This design comes from an exercise in tuning for small area on the open sky130 flow, not from production work.
Function was checked by simulation only, so behaviour that the tests miss may differ from the original.
Power is estimated from default activity; no workload was simulated.

==> design/flow/design.v <==
module pit_counter(
    input             clk,
    input             rst_n,
    input             clock,
    input             gate,
    output reg        out,
    input       [7:0] data_in,
    input             set_control_mode,
    input             latch_count,
    input             latch_status,
    input             write,
    input             read,
    output      [7:0] data_out
);
reg [2:0] mode;
always @(posedge clk) begin
    if(rst_n == 1'b0)         mode <= 3'd2;
    else if(set_control_mode) mode <= data_in[3:1];
end
reg bcd;
always @(posedge clk) begin
    if(rst_n == 1'b0)         bcd <= 1'd0;
    else if(set_control_mode) bcd <= data_in[0];
end
reg [1:0] rw_mode;
always @(posedge clk) begin
    if(rst_n == 1'b0)         rw_mode <= 2'd1;
    else if(set_control_mode) rw_mode <= data_in[5:4];
end
reg [7:0] counter_l;
always @(posedge clk) begin
    if(rst_n == 1'b0)                               counter_l <= 8'd0;
    else if(set_control_mode)                       counter_l <= 8'd0;
    else if(write && rw_mode == 2'd3 && ~msb_write) counter_l <= data_in;
    else if(write && rw_mode == 2'd1)               counter_l <= data_in;
end
reg [7:0] counter_m;
always @(posedge clk) begin
    if(rst_n == 1'b0)                               counter_m <= 8'd0;
    else if(set_control_mode)                       counter_m <= 8'd0;
    else if(write && rw_mode == 2'd3 && msb_write)  counter_m <= data_in;
    else if(write && rw_mode == 2'd2)               counter_m <= data_in;
end
reg [7:0] output_l;
always @(posedge clk) begin
    if(rst_n == 1'b0)                       output_l <= 8'd0;
    else if(latch_count && ~output_latched) output_l <= counter[7:0];
    else if(~output_latched)                output_l <= counter[7:0];
end
reg [7:0] output_m;
always @(posedge clk) begin
    if(rst_n == 1'b0)                       output_m <= 8'd0;
    else if(latch_count && ~output_latched) output_m <= counter[15:8];
    else if(~output_latched)                output_m <= counter[15:8];
end
reg output_latched;
always @(posedge clk) begin
    if(rst_n == 1'b0)                               output_latched <= 1'b0;
    else if(set_control_mode)                       output_latched <= 1'b0;
    else if(latch_count)                            output_latched <= 1'b1;
    else if(read && (rw_mode != 2'd3 || msb_read))  output_latched <= 1'b0;
end
reg null_counter;
always @(posedge clk) begin
    if(rst_n == 1'b0)                                null_counter <= 1'b0;
    else if(set_control_mode)                        null_counter <= 1'b1;
    else if(write && (rw_mode != 2'd3 || msb_write)) null_counter <= 1'b1;
    else if(load)                                    null_counter <= 1'b0;
end
reg msb_write;
always @(posedge clk) begin
    if(rst_n == 1'b0)                       msb_write <= 1'b0;
    else if(set_control_mode)               msb_write <= 1'b0;
    else if(write_pulse && rw_mode == 2'd3) msb_write <= ~msb_write;
end
reg msb_read;
always @(posedge clk) begin
    if(rst_n == 1'b0)                      msb_read <= 1'b0;
    else if(set_control_mode)              msb_read <= 1'b0;
    else if(read_pulse && rw_mode == 2'd3) msb_read <= ~msb_read;
end
reg [7:0] status;
always @(posedge clk) begin
    if(rst_n == 1'b0)                        status <= 8'd0;
    else if(latch_status && ~status_latched) status <= { out, null_counter, rw_mode, mode, bcd };
end
reg status_latched;
always @(posedge clk) begin
    if(rst_n == 1'b0)           status_latched <= 1'b0;
    else if(set_control_mode)   status_latched <= 1'b0;
    else if(latch_status)       status_latched <= 1'b1;
    else if(read)               status_latched <= 1'b0;
end
assign data_out =
    (status_latched)               ? status   :
    (rw_mode == 2'd3 && ~msb_read) ? output_l :
    (rw_mode == 2'd3 &&  msb_read) ? output_m :
    (rw_mode == 2'd1)              ? output_l :
                                     output_m;
reg two_byte_write;
always @(posedge clk) begin
    if(rst_n == 1'b0)                 two_byte_write <= 1'b0;
    else if(write && rw_mode == 2'd3) two_byte_write <= 1'b1;
    else if(set_control_mode || load) two_byte_write <= 1'b0;
end
reg set_control_mode_last;
always @(posedge clk) set_control_mode_last <= set_control_mode;
reg set_control_mode_pulse;
always @(posedge clk) set_control_mode_pulse <= set_control_mode_last & ~set_control_mode;
reg write_last;
always @(posedge clk) write_last <= write;
reg write_pulse;
always @(posedge clk) write_pulse <= write_last & ~write;
reg read_last;
always @(posedge clk) read_last <= read;
reg read_pulse;
always @(posedge clk) read_pulse <= read_last & ~read;
reg clock_last;
always @(posedge clk) clock_last <= clock;
reg clock_pulse;
always @(posedge clk) clock_pulse <= clock_last & ~clock;
reg gate_last;
always @(posedge clk) gate_last <= gate;
reg gate_sampled;
always @(posedge clk) begin
    if(rst_n == 1'b0)             gate_sampled <= 1'b0;
    else if(~clock_last && clock) gate_sampled <= gate;
end
reg trigger;
always @(posedge clk) begin
    if(rst_n == 1'b0)             trigger <= 1'b0;
    else if(~gate_last && gate)   trigger <= 1'b1;
    else if(~clock_last && clock) trigger <= 1'b0;
end
reg trigger_sampled;
always @(posedge clk) begin
    if(rst_n == 1'b0)            trigger_sampled <= 1'b0;
    else if(~clock_last & clock) trigger_sampled <= trigger;
end
always @(posedge clk) begin
    if(rst_n == 1'b0)                                                 out <= 1'b1;
    else if(set_control_mode_pulse && mode      == 3'd0)              out <= 1'b0;
    else if(set_control_mode_pulse && mode      == 3'd1)              out <= 1'b1;
    else if(set_control_mode_pulse && mode[1:0] == 2'd2)              out <= 1'b1;
    else if(set_control_mode_pulse && mode[1:0] == 2'd3)              out <= 1'b1;
    else if(set_control_mode_pulse && mode      == 3'd4)              out <= 1'b1;
    else if(set_control_mode_pulse && mode      == 3'd5)              out <= 1'b1;
    else if(mode      == 3'd0 && (load || two_byte_write))            out <= 1'b0;
    else if(mode      == 3'd0 && counter == 16'd1 && enable)          out <= 1'b1;
    else if(mode      == 3'd1 && load)                                out <= 1'b0;
    else if(mode      == 3'd1 && counter == 16'd1 && enable)          out <= 1'b1;
    else if(mode[1:0] == 2'd2 && ~gate)                               out <= 1'b1;
    else if(mode[1:0] == 2'd2 && load)                                out <= 1'b1;
    else if(mode[1:0] == 2'd2 && counter == 16'd2 && enable)          out <= 1'b0;
    else if(mode[1:0] == 2'd3 && ~gate)                               out <= 1'b1;
    else if(mode[1:0] == 2'd3 && load && loaded && ~trigger_sampled)  out <= ~out;
    else if(mode      == 3'd4 && counter == 16'd1 && enable)          out <= 1'b0;
    else if(mode      == 3'd4 && counter == 16'd0 && enable)          out <= 1'b1;
    else if(mode      == 3'd5 && counter == 16'd1 && enable)          out <= 1'b0;
    else if(mode      == 3'd5 && counter == 16'd0 && enable)          out <= 1'b1;
end
reg written;
always @(posedge clk) begin
    if(rst_n == 1'b0)                                    written <= 1'b0;
    else if(set_control_mode)                            written <= 1'b0;
    else if(write_pulse && rw_mode != 2'd3)              written <= 1'b1;
    else if(write_pulse && rw_mode == 2'd3 && msb_write) written <= 1'b1;
    else if(load)                                        written <= 1'b0;
end
reg control_set;
always @(posedge clk) begin
    if(rst_n == 1'b0)         control_set <= 1'b0;
    else if(set_control_mode) control_set <= 1'b1;
    else if(load)             control_set <= 1'b0;
end
reg loaded;
always @(posedge clk) begin
    if(rst_n == 1'b0)         loaded <= 1'b0;
    else if(set_control_mode) loaded <= 1'b0;
    else if(load)             loaded <= 1'b1;
end
wire load = 
    (mode      == 3'd0 &&   written) ||                  
    clock_pulse && (
    (mode      == 3'd1 &&   trigger_sampled) ||
    (mode[1:0] == 2'd2 && ((written && control_set) || trigger_sampled || (loaded && gate_sampled && counter == 16'd1))) ||
    (mode[1:0] == 2'd3 && ((written && control_set) || trigger_sampled || (loaded && gate_sampled && counter == ((counter_l[0] & out) ? 16'd0 : 16'd2)))) ||
    (mode      == 3'd4 &&   written) ||
    (mode      == 3'd5 && ((written && control_set) || loaded) && trigger_sampled)
);
wire enable = ~load && loaded && clock_pulse && (
    (mode      == 3'd0 && gate_sampled && ~two_byte_write) ||
    (mode      == 3'd1) ||
    (mode[1:0] == 2'd2 && gate_sampled) ||
    (mode[1:0] == 2'd3 && gate_sampled) ||
    (mode      == 3'd4 && gate_sampled) ||
    (mode      == 3'd5)
);
wire [15:0] counter_minus_1 =
    (bcd && !counter[15:0]) ? 16'h9999 :
    (bcd && !counter[11:0]) ? { counter[15:12] - 1'd1, 12'h999 } :
    (bcd && !counter[7:0])  ? { counter[15:8]  - 1'd1,   8'h99 } :
    (bcd && !counter[3:0])  ? { counter[15:4]  - 1'd1,    4'h9 } :
                                counter - 1'd1;
reg [15:0] counter;
always @(posedge clk) begin
    if(rst_n == 1'b0) counter <= 16'd0;
    else if(load)     counter <= {counter_m, counter_l[7:1], counter_l[0] & (mode[1:0] != 2'd3)};
    else if(enable)   counter <= counter_minus_1 - (mode[1:0] == 2'd3);
end
endmodule
module pit(
	input               clk,
	input               rst_n,
	output              irq,
	input       [2:0]   io_address,
	input               io_read,
	output reg  [7:0]   io_readdata,
	input               io_write,
	input       [7:0]   io_writedata,
	output              speaker_out,
	input      [27:0]   clock_rate
);
reg [27:0] clk_rate;
always @(posedge clk) clk_rate <= clock_rate;
reg ce_system_counter;
reg [27:0] sum;
always @(posedge clk) begin : system_counter
	reg [27:0] sum_next;
	sum_next = sum + 28'd2386362;  
	ce_system_counter <= 1'b0;
	if(rst_n == 1'b0) sum <= 28'd0;
	else if(sum_next >= clk_rate) begin
		sum <= sum_next - clk_rate;
		ce_system_counter <= 1'b1;
	end
	else sum <= sum_next;
end
reg system_clock;
always @(posedge clk) begin
    if(rst_n == 1'b0)           system_clock <= 1'b0;
    else if(ce_system_counter)  system_clock <= ~system_clock;
end
always @(posedge clk) if(io_read) io_readdata <=
    (io_read && io_address == 0) ? counter_0_readdata :
    (io_read && io_address == 1) ? counter_1_readdata :
    (io_read && io_address == 2) ? counter_2_readdata :
    (io_read && io_address[2])   ? { 2'b0, spk_out, counter_1_toggle, 2'b0, speaker_enable, speaker_gate } :
                                     8'd0;  
reg [5:0] counter_1_cnt;
always @(posedge clk) begin
    if(rst_n == 1'b0)                                       counter_1_cnt <= 6'd0;
    else if(ce_system_counter && counter_1_cnt == 6'd35)    counter_1_cnt <= 6'd0;
    else if(ce_system_counter)                              counter_1_cnt <= counter_1_cnt + 6'd1;
end
reg counter_1_toggle;
always @(posedge clk) begin
    if(rst_n == 1'b0)                                       counter_1_toggle <= 1'b0;
    else if(ce_system_counter && counter_1_cnt == 6'd35)    counter_1_toggle <= ~(counter_1_toggle);
end
reg speaker_gate;
always @(posedge clk) begin
    if(rst_n == 1'b0)                  speaker_gate <= 1'b0;
    else if(io_write && io_address[2]) speaker_gate <= io_writedata[0];
end
reg speaker_enable;
always @(posedge clk) begin
    if(rst_n == 1'b0)                  speaker_enable <= 1'b0;
    else if(io_write && io_address[2]) speaker_enable <= io_writedata[1];
end
assign speaker_out = spk_out & speaker_enable;
wire [7:0] counter_0_readdata;
wire [7:0] counter_1_readdata;
wire [7:0] counter_2_readdata;
pit_counter pit_counter_0(
    .clk                (clk),
    .rst_n              (rst_n),
    .clock              (system_clock),      
    .gate               (1'b1),              
    .out                (irq),               
    .data_in            (io_writedata),                                                                                                                                       
    .set_control_mode   (io_write && io_address == 3 && io_writedata[7:6] == 2'b00 && io_writedata[5:4] != 2'b00),                                                            
    .latch_count        (io_write && io_address == 3 && ((io_writedata[7:6] == 2'b00 && io_writedata[5:4] == 2'b00) || (io_writedata[7:5] == 3'b110 && io_writedata[1]))),    
    .latch_status       (io_write && io_address == 3 && io_writedata[7:6] == 2'b11 && io_writedata[4] == 1'b0 && io_writedata[1]),                                            
    .write              (io_write && io_address == 0),                                                                                                                        
    .read               (io_read  && io_address == 0),                                                                                                                        
    .data_out           (counter_0_readdata)     
);
pit_counter pit_counter_1(
    .clk                (clk),
    .rst_n              (rst_n),
    .clock              (system_clock),      
    .gate               (1'b1),              
    /*verilator lint_off PINNOCONNECT*/
    .out                (),                  
    /*verilator lint_on PINNOCONNECT*/
    .data_in            (io_writedata),                                                                                                                                       
    .set_control_mode   (io_write && io_address == 3 && io_writedata[7:6] == 2'b01 && io_writedata[5:4] != 2'b00),                                                            
    .latch_count        (io_write && io_address == 3 && ((io_writedata[7:6] == 2'b01 && io_writedata[5:4] == 2'b00) || (io_writedata[7:5] == 3'b110 && io_writedata[2]))),    
    .latch_status       (io_write && io_address == 3 && io_writedata[7:6] == 2'b11 && io_writedata[4] == 1'b0 && io_writedata[2]),                                            
    .write              (io_write && io_address == 1),                                                                                                                        
    .read               (io_read  && io_address == 1),                                                                                                                        
    .data_out           (counter_1_readdata)     
);
wire spk_out;
pit_counter pit_counter_2(
    .clk                (clk),
    .rst_n              (rst_n),
    .clock              (system_clock),      
    .gate               (speaker_gate),      
    .out                (spk_out),           
    .data_in            (io_writedata),                                                                                                                                       
    .set_control_mode   (io_write && io_address == 3 && io_writedata[7:6] == 2'b10 && io_writedata[5:4] != 2'b00),                                                            
    .latch_count        (io_write && io_address == 3 && ((io_writedata[7:6] == 2'b10 && io_writedata[5:4] == 2'b00) || (io_writedata[7:5] == 3'b110 && io_writedata[3]))),    
    .latch_status       (io_write && io_address == 3 && io_writedata[7:6] == 2'b11 && io_writedata[4] == 1'b0 && io_writedata[3]),                                            
    .write              (io_write && io_address == 2),                                                                                                                        
    .read               (io_read  && io_address == 2),                                                                                                                        
    .data_out           (counter_2_readdata)     
);
endmodule
==> design/flow/run.sh <==
#!/bin/bash
# synth_recipe.tcl (not shown) runs the flow's synth.tcl, then flattens the netlist and writes it again
# the make line also repeats each setting of config.mk as NAME=value (left out here)
make -C /OpenROAD-flow-scripts/flow DESIGN_CONFIG=/design/flow/config.mk WORK_HOME=/design/flow/orfs CLKGATE_MAP_FILE= SYNTH_SCRIPT=/design/flow/synth_recipe.tcl finish
==> design/flow/config.mk <==
export PLATFORM = sky130hd
export DESIGN_NAME = pit
export DESIGN_NICKNAME = pit
export VERILOG_FILES = /design/flow/design.v
export SDC_FILE = /design/flow/constraint.sdc
export NUM_CORES = 4
export LEC_CHECK = 0
export CAP_MARGIN = 20
export CORE_MARGIN = 2
export CORE_UTILIZATION = 40
export SLEW_MARGIN = 20
==> design/flow/constraint.sdc <==
create_clock -name core_clock -period 10.0 [get_ports {clk}]
set_input_delay 2.0000 -clock core_clock [delete_from_list [all_inputs] [get_ports {clk}]]
set_output_delay 2.0000 -clock core_clock [all_outputs]
set_load 0.01 [all_outputs]
==> impl_metrics.json <==
{
  "status": "timing/DRC/antenna clean",
  "avgRoutedWirePerCell_um": 17.3,
  "post-route-period-util_pct": 53.2,
  "ys_warn_count": 2,
  "gp_congestion": 0.891,
  "dp_hpwl_um": 33200,
  "synth-main-ff-cell": "dfxtp_1",
  "synth_xor_area_share_pct": 4.57,
  "ys_types": 85,
  "cts_hold_buf": 0,
  "core_area_um2": 43100,
  "cts_root_buf": "clkbuf_16",
  "setup_tns_ps": 0,
  "maxSlewHeadroom_pct": 30.4,
  "layout.nets": 2253,
  "final-max-slew-violation-count": 0,
  "cts_buffer_depth": 3,
  "ys_ff_latch": 316,
  "final_hold_viol_count": 0,
  "cp_max_fo": 21,
  "worstPathArrival_ps": 5790,
  "worst-setup-path-type": "register to register",
  "first_iter_violations": 1161,
  "finalPower_mw": 3.70,
  "synth-compound-area-share_pct": 18.2,
  "fin_skew_ps": 20.8,
  "syn-instance-count": 2162,
  "critPathMaxStageDelay_ps": 750,
  "fin_hold_ws_ps": 421,
  "clk_pin_slew_ps": 60,
  "die-area_um2": 45300,
  "tritoncts": "built",
  "grt_pass1_vias": 14400,
  "drive_above_1_share_pct": 5.51,
  "grt_max_degree": 80,
  "dieWidth_um": 213,
  "cap_violations": 0,
  "worstSkewPairLatency_ps": 540,
  "antenna_cells": 0,
  "crit_path_top_delay_cell": "a21oi_2",
  "leakage_nw": 7.89,
  "remaining_drc_errors": 0,
  "preCtsSetupSlack_ps": 4760,
  "rsz0062_at_grt": "no",
  "synth_top_cell_by_area": "dfxtp_1",
  "hp-class": "register to register",
  "cp-start-kind": "register",
  "timing.fmax_mhz": 188,
  "synth_edf_count": 8,
  "port_buffers": 52,
  "routed_wl_um": 47900,
  "via_count": 15400,
  "vdd_ir_drop_max_mv": 0.190,
  "synth.net_count": 2264,
  "synth-simple-area-share_pct": 23.0,
  "cts_buffers": 36,
  "antenna_left": 0,
  "worstMarginPinSlew_ps": 1040,
  "yosysMostFrequentCell": "dfxtp_1",
  "rows": 76,
  "synth_adder_area_share_pct": 4.28,
  "area_delta_synth_final_pct": 12.1,
  "cp_cell_sequence": "a2111oi_1, o21ai_0, a31o_2, a21o_1, a21oi_1, nor2_1, xor2_1, ha_1, nand2_1, nor4_1, a21oi_1, nand3b_1, a21oi_2, buf_4, inv_1, nor2_1, a22o_1",
  "syn_avg_cell_area_um2": 8.07,
  "p_per_area_nw_per_um2": 189,
  "synthMuxAreaShare_pct": 8.65,
  "synth_top_family_by_area": "simple AND/OR/NAND/NOR gates",
  "start_util_pct": 40.5,
  "instances_no_fill": 2761,
  "layout_min_cycle_time_ps": 5320,
  "grt_antenna_before_repair": 0,
  "cts_num_sinks": 316,
  "setup_violations": 0,
  "seq_area_frac_synth_pct": 36.7,
  "fp.dieH_um": 213,
  "syn_area_um2": 17400,
  "grt.total_usage_pct": 21.2,
  "critPathCaptureType": "register",
  "grt-ovfl-total": 0,
  "io_pins": 53,
  "required_ps": 10470,
  "ys_top_cells_by_count": "308 x dfxtp_1, 261 x nor2_1, 224 x nand2_1, 157 x a21oi_1, 144 x mux2i_1",
  "grt_first_pass_wirelength_um": 76800,
  "firstDrtPassIters": 6,
  "synthArstFlopShare_pct": 0,
  "htreeDepth": 2,
  "synth.top_cell.area_share_pct": 35.4,
  "place_inst": 2698,
  "synth_area_leaders": "dfxtp_1 35%, mux2i_1 8.3%, nor2_1 5.6%, nand2_1 4.8%, a21oi_1 4.5%",
  "vias_per_cell": 5.57,
  "post-cts-setup-buffers": 0,
  "setup_ws_ps": 4680,
  "cts-resized-gates": 0
}
[registers in the layout (all words and copies together), names as in the netlist, 16 cells and up]
name	cells
clk_rate	28
pit_counter_0.counter	16
pit_counter_1.counter	16
sum	28
pit_counter_2.counter	16
[final timing paths]
| check | slack [ps] | from | to | depth (start not counted) |
|---|---|---|---|---|
| worst max register to register | 4680 | sum[1] | sum[22] | 17 |
| worst min-delay path | 420 | system_clock | pit_counter_2.clock_last | 0 |
| worst min register to register | 420 | system_clock | pit_counter_2.clock_last | 0 |
| worst max-delay path | 4680 | sum[1] | sum[22] | 17 |
[placed cells by master (no fill, tap or decap), types with 18 or more instances in the layout]
cell	instances
dfxtp_1	308
nor2_1	261
nand2_1	224
a21oi_1	155
mux2i_1	144
o21ai_0	125
inv_1	82
nand3_1	71
ha_1	58
xnor2_1	52
clkdlybuf4s50_1	52
nor3_1	51
xor2_1	39
clkbuf_16	37
nor2b_1	32
nand4_1	26
nand2b_1	26
o211ai_1	23
buf_4	22
and2_1	20
and3_1	20
a21o_1	18
[cell type report]
cell class,count,area [µm²]
Fill cell,4255,23500
Multi-Input combinational cell,1639,10300
Sequential cell,316,6410
Clock buffer,52,1050
Tap cell,585,732
Timing Repair Buffer,74,686
Inverter,84,318
Clock inverter,11,95.1
[critical path: cells and delay by family (launching register included)]
kind / cells / cell delay (ps)
flip-flops: 1 / 330
buffers and inverters: 2 / 660
AND/OR/NAND/NOR: 5 / 860
AO/OA/AOI/OAI: 8 / 2860
XOR/XNOR: 1 / 210
adder cells (fa/ha/maj): 1 / 330
[kinds of logic after synthesis]
group           after synthesis
simple gates                832
compound gates              507
flops                       316
buf+inv                     207
mux                         150
xor+xnor                     91
fa+ha+maj                    59
[metal layers]
metal	part of all wire, %	wire length (µm)	global-route usage (%)
met1	49	23200	30.1
met2	44	21200	33.6
met3	5.3	2530	2.96
met4	1.9	913	5.28
met5	0	0	0
[where the power goes]
group	total [mW]	internal [mW]	switching [mW]
logic	1.01	0.415	0.598
clock network	1.29	0.758	0.530
registers	1.40	1.33	0.0668
[through the flow]
| stage | util [%] | cell area (µm²) |
|---|---|---|
| after floorplan | - | 17400 |
| after global placement | 42.7 | 18400 |
| after detailed placement | 42.7 | 18400 |
| after CTS | 45.4 | 19500 |
| after global routing | 45.4 | 19600 |
| final | 45.4 | 19600 |

[static timing again, ports no longer ideal]
No port has a modelled driver above. Below, the same layout with a new extraction and two added sets of constraints. Step 1: set_driving_cell puts a clkbuf_16 on clk and a buf_2 on each other input, an assumption about the parent block. Step 2, shift: input delay + t, output delay - t, t = (earliest + latest rising clock arrival at the registers) / 2. This alone moves slack from input paths to output paths. Slacks: no drivers / after step 1 / after step 2; pairs: no drivers / after step 1.
shift t [ns]: 0.579
slack for setup (ns): 4.683 / 4.683 / 4.683
worst hold slack (ns): 0.421 / 0.421 / 0.421
worst setup path at the end: register to register
slew at the worst register clock pin (ns): 0.06 / 0.06
After both steps setup and hold are still met in this run. For this run, drivers alone change the setup slack by 0.000 ns; drivers and shift together by 0.000 ns.
